Context: an optimization exercise on an open-source flow, tuned for small area, a short achievable clock period and few clock cycles. The choices shown serve that exercise and are no tape-out recipe. At most, simulation tests tie the RTL to the original design; equivalence was not proved. No activity file was given, so power comes from the tool's default toggle rates.

==> inputs of job 4823 <==
## FPU
module FPU(clk, rstn, ctl, x1, x2, y, ready, en);
    input clk, rstn;
    input [4:0] ctl;
    input [31:0] x1, x2;
    input en;
    output reg ready;
    output [31:0] y;
    wire op_add   = (ctl == 5'd0) | (ctl == 5'd1);
    wire op_mul   = (ctl == 5'd2) | (ctl == 5'd20);
    wire op_fhalf = (ctl == 5'd5);
    wire op_ftoi  = (ctl == 5'd6);
    wire op_itof  = (ctl == 5'd7);
    wire op_floor = (ctl == 5'd8);
    wire op_feq   = (ctl == 5'd9);
    wire op_fle   = (ctl == 5'd10);
    wire op_fabs  = (ctl == 5'd11);
    wire op_fneg  = (ctl == 5'd12);
    wire op_fless = (ctl == 5'd13);
    wire op_fmin  = (ctl == 5'd14);
    wire op_fmax  = (ctl == 5'd15);
    wire op_fisz  = (ctl == 5'd16);
    wire op_fisp  = (ctl == 5'd17);
    wire op_fisn  = (ctl == 5'd18);
    wire lt = (x1[30:0] <  x2[30:0]);
    wire eq = (x1[30:0] == x2[30:0]);
    wire [26:0] m_ra, m_rb;
    wire m_cin;
    wire [31:0] mb = ctl[4] ? x1 : x2;
    fmul_s1 u_mul1 (.a(x1[22:0]), .b(mb[22:0]), .ra(m_ra), .rb(m_rb), .cin(m_cin));
    wire [9:0] m_ye0 = x1[30:23] + mb[30:23] + 10'd129;
    wire m_zero = ~(|x1[30:23]) | ~(|mb[30:23]);
    wire m_inf  = (&x1[30:23]) | (&mb[30:23]);
    wire m_ys   = x1[31] ^ mb[31];
    wire [26:0] a_S;
    wire [24:0] a_R;
    wire [7:0]  a_le;
    wire a_effsub, a_bs, a_ls, a_near, a_spec;
    wire [31:0] a_spec_y;
    fadd_s1 u_add1 (.x1(x1), .x2(x2), .sub(ctl[0]), .ge(~lt), .S(a_S), .R(a_R), .le(a_le),
                    .effsub(a_effsub), .bs(a_bs), .ls(a_ls), .isnear(a_near),
                    .spec(a_spec), .spec_y(a_spec_y));
    wire [31:0] half_v, ftoi_v, itof_v, floor_v, min_y, max_y;
    wire half_i, ftoi_i, itof_i, floor_i;
    wire feq_y, fle_y, fless_y;
  ...
Settings: LEC_CHECK=0, CAP_MARGIN=20, CORE_MARGIN=2, CORE_UTILIZATION=40, SETUP_SLACK_MARGIN=3, SLEW_MARGIN=20; clock period 10.0 ns.
run.sh (not shown) runs the stock make flow with config.mk's settings and CLKGATE_MAP_FILE= SYNTH_SCRIPT=/design/flow/synth_recipe.tcl, a recipe that flattens the netlist after the stock synthesis.
==> job 1409 (differences from job 4823) <==
--- a/flow/design.v
+++ b/flow/design.v
@@ -32,80 +32,87 @@
     wire m_inf  = (&x1[30:23]) | (&mb[30:23]);
     wire m_ys   = x1[31] ^ mb[31];
     wire [26:0] a_S;
     wire [24:0] a_R;
     wire [7:0]  a_le;
     wire a_effsub, a_bs, a_ls, a_near, a_spec;
     wire [31:0] a_spec_y;
-    fadd_s1 u_add1 (.x1(x1), .x2(x2), .sub(ctl[0]), .ge(~lt), .S(a_S), .R(a_R), .le(a_le),
+    wire [31:0] tsh;
+    wire [31:0] mx;
+    fadd_s1 u_add1 (.x1(x1), .x2(x2), .sub(ctl[0]), .ge(~lt), .is_ftoi(op_ftoi), .mx(mx[30:0]),
+                    .tsh(tsh), .S(a_S), .R(a_R), .le(a_le),
                     .effsub(a_effsub), .bs(a_bs), .ls(a_ls), .isnear(a_near),
                     .spec(a_spec), .spec_y(a_spec_y));
-    wire [31:0] half_v, ftoi_v, itof_v, floor_v, min_y, max_y;
+    wire [31:0] half_v, ftoi_v, itof_v, floor_v;
+    wire fmin_x1;
     wire half_i, ftoi_i, itof_i, floor_i;
     wire feq_y, fle_y, fless_y;
     fhalf_u u_half (.x(x1), .v(half_v), .inc(half_i));
-    ftoi_u  u_ftoi (.x(x1), .v(ftoi_v), .inc(ftoi_i));
+    ftoi_u  u_ftoi (.x(x1), .t(tsh), .v(ftoi_v), .inc(ftoi_i));
     itof_u  u_itof (.x(x1), .v(itof_v), .inc(itof_i));
     floor_u u_floor(.x(x1), .v(floor_v), .inc(floor_i));
     fcmp_u  u_cmp  (.x1(x1), .x2(x2), .lt(lt), .eq(eq), .feq(feq_y), .fle(fle_y),
-                    .fless(fless_y), .fmin(min_y), .fmax(max_y));
+                    .fless(fless_y), .fmin_x1(fmin_x1));
+    wire pick_x1 = op_add ? ~lt : (fmin_x1 ^ op_fmax);
+    assign mx = pick_x1 ? x1 : x2;
     wire nz1 = |x1[30:0];
     wire bit0 = (op_feq & feq_y) | (op_fle & fle_y) | (op_fless & fless_y) |
                 (op_fisz & ~nz1) | (op_fisp & ~x1[31] & nz1) | (op_fisn & x1[31] & nz1);
     wire add_spec = op_add & a_spec;
     wire [31:0] misc_v =
         ({32{add_spec}} & a_spec_y) |
         ({32{op_fhalf}} & half_v)  |
         ({32{op_ftoi}}  & ftoi_v)  |
         ({32{op_itof}}  & itof_v)  |
         ({32{op_floor}} & floor_v) |
-        ({32{op_fmin}}  & min_y)   |
-        ({32{op_fmax}}  & max_y)   |
+        ({32{op_fmin | op_fmax}} & mx) |
         ({32{op_fabs}}  & {1'b0, x1[30:0]}) |
         ({32{op_fneg}}  & {~x1[31], x1[30:0]}) |
         {31'b0, bit0};
     wire misc_i = (op_fhalf & half_i) | (op_ftoi & ftoi_i) | (op_itof & itof_i) |
                   (op_floor & floor_i);
     reg sel_mul, sel_far, sel_near, sel_misc;
     reg [26:0] r_ra, r_rb, r_S;
     reg r_cin;
     reg [9:0] r_ye0;
     reg r_zero, r_inf, r_ys;
-    reg [24:0] r_R;
     reg [7:0] r_le;
     reg r_effsub, r_bs, r_ls;
     reg [31:0] r_misc;
     reg r_inc;
     always @(posedge clk) begin
         ready <= rstn & en;
         sel_mul  <= op_mul;
         sel_far  <= op_add & ~a_spec & ~a_near;
         sel_near <= op_add & ~a_spec & a_near;
         sel_misc <= ~op_mul & ~(op_add & ~a_spec);
         r_ra <= m_ra; r_rb <= m_rb; r_cin <= m_cin;
         r_ye0 <= m_ye0; r_zero <= m_zero; r_inf <= m_inf; r_ys <= m_ys;
-        r_S <= a_S; r_R <= a_R; r_le <= a_le;
+        r_S <= a_S; r_le <= a_le;
         r_effsub <= a_effsub; r_bs <= a_bs; r_ls <= a_ls;
         r_misc <= misc_v; r_inc <= misc_i;
     end
     wire [31:0] mul_y, far_y, near_y;
     fmul_s2 u_mul2 (.ra(r_ra), .rb(r_rb), .cin(r_cin), .ye0(r_ye0), .iszero(r_zero),
                     .isinf(r_inf), .ys(r_ys), .y(mul_y));
-    fadd_s2 u_add2 (.S(r_S), .R(r_R), .le(r_le), .effsub(r_effsub), .bs(r_bs), .ls(r_ls),
+    fadd_s2 u_add2 (.S(r_S), .R(r_S[25:1]), .le(r_le), .effsub(r_effsub), .bs(r_bs), .ls(r_ls),
                     .far_y(far_y), .near_y(near_y));
     wire [31:0] misc_y = r_misc + {31'b0, r_inc};
     assign y = ({32{sel_mul}}  & mul_y)  | ({32{sel_far}}  & far_y) |
                ({32{sel_near}} & near_y) | ({32{sel_misc}} & misc_y);
 endmodule
 `default_nettype none
 module fadd_s1 (
     input  wire [31:0] x1,
     input  wire [31:0] x2,
     input  wire        sub,
     input  wire        ge,       
+    input  wire        is_ftoi,  
+    input  wire [30:0] mx,       
+    output wire [31:0] tsh,      
     output wire [26:0] S,        
     output wire [24:0] R,        
     output wire [7:0]  le,       
     output wire        effsub,
     output wire        bs,       
     output wire        ls,       
     output wire        isnear,
@@ -115,37 +122,40 @@
 wire        s2 = x2[31] ^ sub;
 wire [7:0]  e1 = x1[30:23];
 wire [7:0]  e2 = x2[30:23];
 wire [22:0] m1 = x1[22:0];
 wire [22:0] m2 = x2[22:0];
 assign effsub = s1 ^ s2;
 assign ls = ge ? s1 : s2;
-wire [31:0] lx = ge ? x1 : {s2, x2[30:0]};
-wire [8:0] d12 = {1'b0, e1} - {1'b0, e2};
-wire [8:0] d21 = {1'b0, e2} - {1'b0, e1};
-wire       e1lt = d12[8];
-wire [7:0] shift = e1lt ? d21[7:0] : d12[7:0];
+wire [8:0]  d12 = {1'b0, e1} - {1'b0, e2};
+wire [7:0]  d21 = e2 - e1;
+wire        e1lt = d12[8];
+wire [7:0]  shift = e1lt ? d21 : d12[7:0];
 assign le = e1lt ? e2 : e1;
-wire [22:0] bm = e1lt ? m2 : m1;
-wire [22:0] sm = e1lt ? m1 : m2;
-assign bs = e1lt ? s2 : s1;
-wire [25:0] lf = {1'b1, bm, 2'b00};
-wire [25:0] sf = (|shift[7:5]) ? 26'd0 : ({1'b1, sm, 2'b00} >> shift[4:0]);
-assign S = effsub ? {1'b0, lf} - {1'b0, sf} : {1'b0, lf} + {1'b0, sf};
+wire [22:0] fbm = e1lt ? m2 : m1;
+wire [22:0] fsm = (e1lt | is_ftoi) ? m1 : m2;
+assign bs = ls;
+wire [26:0] lf = {2'b01, fbm, 2'b00};
+wire [7:0]  fsh = 8'd157 - e1;
+wire [4:0]  sa = is_ftoi ? fsh[4:0] : shift[4:0];
+wire        sz = is_ftoi ? (e1 < 8'd126) : (|shift[7:5]);
+wire [31:0] sh32 = sz ? 32'd0 : ({1'b1, fsm, 8'b0} >> sa);
+wire [26:0] sf = {1'b0, sh32[31:6]};
+assign tsh = sh32;
 wire        neq = (e1 == e2);
-wire [24:0] A = neq ? {1'b1, m1, 1'b0} : {1'b1, bm, 1'b0};
-wire [24:0] B = neq ? {1'b1, m2, 1'b0} : {2'b01, sm};
-wire [25:0] D  = {1'b0, A} - {1'b0, B};
-wire [24:0] Dn = B - A;
-assign R = D[25] ? Dn : D[24:0];
+wire        swap = neq & ~ge;
+wire [26:0] opa = swap ? sf : lf;
+wire [26:0] opb = swap ? lf : sf;
+assign S = opa + (opb ^ {27{effsub}}) + {26'd0, effsub};
+assign R = S[25:1];
 wire inf = (&e1) | (&e2);
 wire z1 = ~(|e1);
 wire z2 = ~(|e2);
 assign spec = inf | z1 | z2;
-assign spec_y = (~inf & z1 & z2) ? {ls, 31'b0} : lx;
+assign spec_y = {ls, (~inf & z1 & z2) ? 31'b0 : mx};
 assign isnear = effsub & (shift[7:1] == 7'd0);
 endmodule
 module fadd_s2 (
     input  wire [26:0] S,
     input  wire [24:0] R,
     input  wire [7:0]  le,
     input  wire        effsub,
@@ -176,22 +186,19 @@
 wire [8:0]  fex  = effsub ? (ox ? e0 : em1) : (ox ? ep2 : ep1);
 wire [8:0]  fe   = tx ? fex : fe25;
 wire [22:0] fm   = tx ? ix[22:0] : i25[22:0];
 assign far_y = {bs, fe[7:0], fe[8] ? 23'd0 : fm};
 wire [23:0] ar  = R[24:1] + R[0];
 wire        ro  = R[0] & (&R[24:1]);
 wire [31:0] nr_y = {ls, ro ? ep1[7:0] : le, ar[22:0]};
-reg  [4:0]  lz;
-integer i;
-always @* begin
-    lz = 5'd24;
-    for (i = 0; i <= 23; i = i + 1)
-        if (R[i]) lz = 5'd23 - i[4:0];
-end
-wire [23:0] norm = R[23:0] << lz;
+wire [4:0]  lz;
+wire [31:0] nv;
+lzc32 u_lzc (.v({R[23:0], 8'h80}), .n(lz));
+shl32 u_shl (.v({R[23:0], 8'h00}), .n(lz), .y(nv));
+wire [23:0] norm = nv[31:8];
 wire [8:0]  nae = {1'b0, le} - {4'b0, lz} - 9'd1;
 wire        nzero = nae[8] | (nae[7:0] == 8'd0);
 wire [31:0] nn_y = nzero ? {ls, 31'b0} : {ls, nae[7:0], norm[22:0]};
 assign near_y = R[24] ? nr_y : nn_y;
 endmodule
 `default_nettype wire
 `default_nettype none
@@ -1188,41 +1195,36 @@
 assign v = e1 ? {x[31], 8'b0, x[23:1]} : {x[31], xem1, x[22:0]};
 assign inc = e1 & x[0] & x[1];
 endmodule
 `default_nettype wire
 `default_nettype none
 module ftoi_u (
     input  wire [31:0] x,
+    input  wire [31:0] t,        
     output wire [31:0] v,
     output wire        inc);
 wire [7:0]  e = x[30:23];
-wire [31:0] r = {1'b1, x[22:0], 8'b0};      
-wire [7:0]  sh = 8'd157 - e;
-wire [31:0] t = (e < 8'd126) ? 32'd0 : (r >> sh[4:0]);
 wire [32:0] u = {1'b0, t} ^ {33{x[31]}};
 wire        big = (e > 8'd157);
 assign v = big ? 32'h80000000 : u[32:1];
 assign inc = ~big & u[0];
 endmodule
 `default_nettype wire
 `default_nettype none
 module itof_u (
     input  wire [31:0] x,
     output wire [31:0] v,
     output wire        inc);
 wire        s = x[31];
 wire [31:0] absx = s ? (~x + 32'd1) : x;
-reg [4:0] lz;
-integer i;
-always @* begin
-    lz = 5'd30;
-    for (i = 0; i <= 30; i = i + 1)
-        if (absx[i]) lz = 5'd30 - i[4:0];
-end
-wire [30:0] norm = absx[30:0] << lz;
+wire [4:0]  lz;
+wire [31:0] nv;
+lzc32 u_lzc (.v({absx[30:0], 1'b1}), .n(lz));
+shl32 u_shl (.v({absx[30:0], 1'b0}), .n(lz), .y(nv));
+wire [30:0] norm = nv[31:1];
 wire [7:0]  e = 8'd157 - {3'b0, lz};
 wire        zero = (absx[30:0] == 31'd0);
 assign v = absx[31] ? 32'hcf000000 : zero ? 32'd0 : {s, e, norm[29:7]};
 assign inc = ~absx[31] & ~zero & norm[6];
 endmodule
 `default_nettype wire
 `default_nettype none
@@ -1250,20 +1252,58 @@
     input  wire [31:0] x1,
     input  wire [31:0] x2,
     input  wire        lt,       
     input  wire        eq,       
     output wire        feq,
     output wire        fle,
     output wire        fless,
-    output wire [31:0] fmin,
-    output wire [31:0] fmax);
+    output wire        fmin_x1);   
 wire s1 = x1[31];
 wire s2 = x2[31];
 wire absle = lt | eq;
 assign feq = eq & (s1 == s2);
 assign fle = (~s1 & ~s2 & absle) | (s1 & ~s2) | (s1 & s2 & (~absle | eq));
 assign fless = (~s1 & ~s2 & lt) | (s1 & ~s2 & ((|x1[30:0]) | (|x2[30:0]))) |
                (s1 & s2 & ~lt & ~eq);
-assign fmin = fle ? x1 : x2;
-assign fmax = fle ? x2 : x1;
+assign fmin_x1 = fle;
+endmodule
+`default_nettype wire
+`default_nettype none
+module lzc32 (
+    input  wire [31:0] v,
+    output wire [4:0]  n);
+wire [15:0] z1;  wire [15:0] c1;
+wire [7:0]  z2;  wire [15:0] c2;
+wire [3:0]  z3;  wire [11:0] c3;
+wire [1:0]  z4;  wire [7:0]  c4;
+genvar i;
+generate
+    for (i = 0; i < 16; i = i + 1) begin : l1
+        assign z1[i] = ~v[2*i+1] & ~v[2*i];
+        assign c1[i] = ~v[2*i+1];
+    end
+    for (i = 0; i < 8; i = i + 1) begin : l2
+        assign z2[i] = z1[2*i+1] & z1[2*i];
+        assign c2[2*i+1:2*i] = z1[2*i+1] ? {1'b1, c1[2*i]} : {1'b0, c1[2*i+1]};
+    end
+    for (i = 0; i < 4; i = i + 1) begin : l3
+        assign z3[i] = z2[2*i+1] & z2[2*i];
+        assign c3[3*i+2:3*i] = z2[2*i+1] ? {1'b1, c2[4*i+1:4*i]} : {1'b0, c2[4*i+3:4*i+2]};
+    end
+    for (i = 0; i < 2; i = i + 1) begin : l4
+        assign z4[i] = z3[2*i+1] & z3[2*i];
+        assign c4[4*i+3:4*i] = z3[2*i+1] ? {1'b1, c3[6*i+2:6*i]} : {1'b0, c3[6*i+5:6*i+3]};
+    end
+endgenerate
+assign n = z4[1] ? {1'b1, c4[3:0]} : {1'b0, c4[7:4]};
+endmodule
+module shl32 (
+    input  wire [31:0] v,
+    input  wire [4:0]  n,
+    output wire [31:0] y);
+wire [31:0] s4 = n[4] ? {v[15:0], 16'b0} : v;
+wire [31:0] s3 = n[3] ? {s4[23:0], 8'b0} : s4;
+wire [31:0] s2 = n[2] ? {s3[27:0], 4'b0} : s3;
+wire [31:0] s1 = n[1] ? {s2[29:0], 2'b0} : s2;
+assign y = n[0] ? {s1[30:0], 1'b0} : s1;
 endmodule
 `default_nettype wire
SETUP_SLACK_MARGIN = 2.5   (was 3)
==> job 5707 (differences from job 4823) <==
ABC_CLOCK_PERIOD_IN_PS = 6000   (was default)
==> results.txt <==
In sequential share of layout area, job 1409 and job 5707 hardly differ.
Against job 4823, the via count of job 1409 is lower by about 13%.
Between job 1409 and job 5707, the lower core utilization is in job 1409 (gap 0.72 points).
In job 4823 the global-route usage is lower than in job 1409, by 0.86 points.
Count of clock-buffer cells in the layout: job 4823 is higher than job 1409 (1).
Against job 5707, the clock power of job 1409 is higher by 9.2%.
Of job 4823 and job 1409, job 4823 has the higher sequential power (gap about 20%, measured against job 1409).
Of job 1409 and job 4823, job 4823 has the higher area after synthesis (gap 14%, measured against job 4823).
Testbench counts of job 4823, summed over its fixed seeds: cycles 24,008.
Testbench counts of job 5707, summed over its fixed seeds: cycles 24,008.
Function not checked in job 1409: the RTL went through the layout flow alone.

[afterwards: timing with drivers on the ports]
The flow's constraints put no driver on any port. The routed layouts listed below were extracted and timed again, unchanged, in two steps. Step 1 (the two cells are an assumption about what drives the block):
set clk [get_ports {clk}]
set_driving_cell -lib_cell sky130_fd_sc_hd__clkbuf_16 $clk
set_driving_cell -lib_cell sky130_fd_sc_hd__buf_2 [delete_from_list [all_inputs] $clk]
Step 2, shift: input delay + t, output delay - t, t = (earliest + latest rising clock arrival at the registers) / 2. This alone moves slack from input paths to output paths. Three values: no drivers, after step 1, after step 2; two values: the first two.
| run | t, ns | setup slack, ns | hold slack, ns | clock arrival spread, ns | slew at the worst register clock pin (ns) |
|---|---|---|---|---|---|
| job 4823 | 0.527 | 2.644 / 2.580 / 2.397 | 1.974 / 1.946 / 2.473 | 0.028 / 0.028 | 0.08 / 0.08 |
| job 1409 | 0.541 | 2.499 / 2.497 / 1.956 | 1.889 / 1.842 / 2.383 | 0.019 / 0.020 | 0.08 / 0.08 |
| job 5707 | 0.527 | 2.644 / 2.580 / 2.397 | 1.974 / 1.946 / 2.473 | 0.028 / 0.028 | 0.08 / 0.08 |
After both steps setup and hold are still met in every run listed. For job 1409, which loses most, drivers alone change the setup slack by -0.002 ns; drivers and shift together by -0.543 ns.
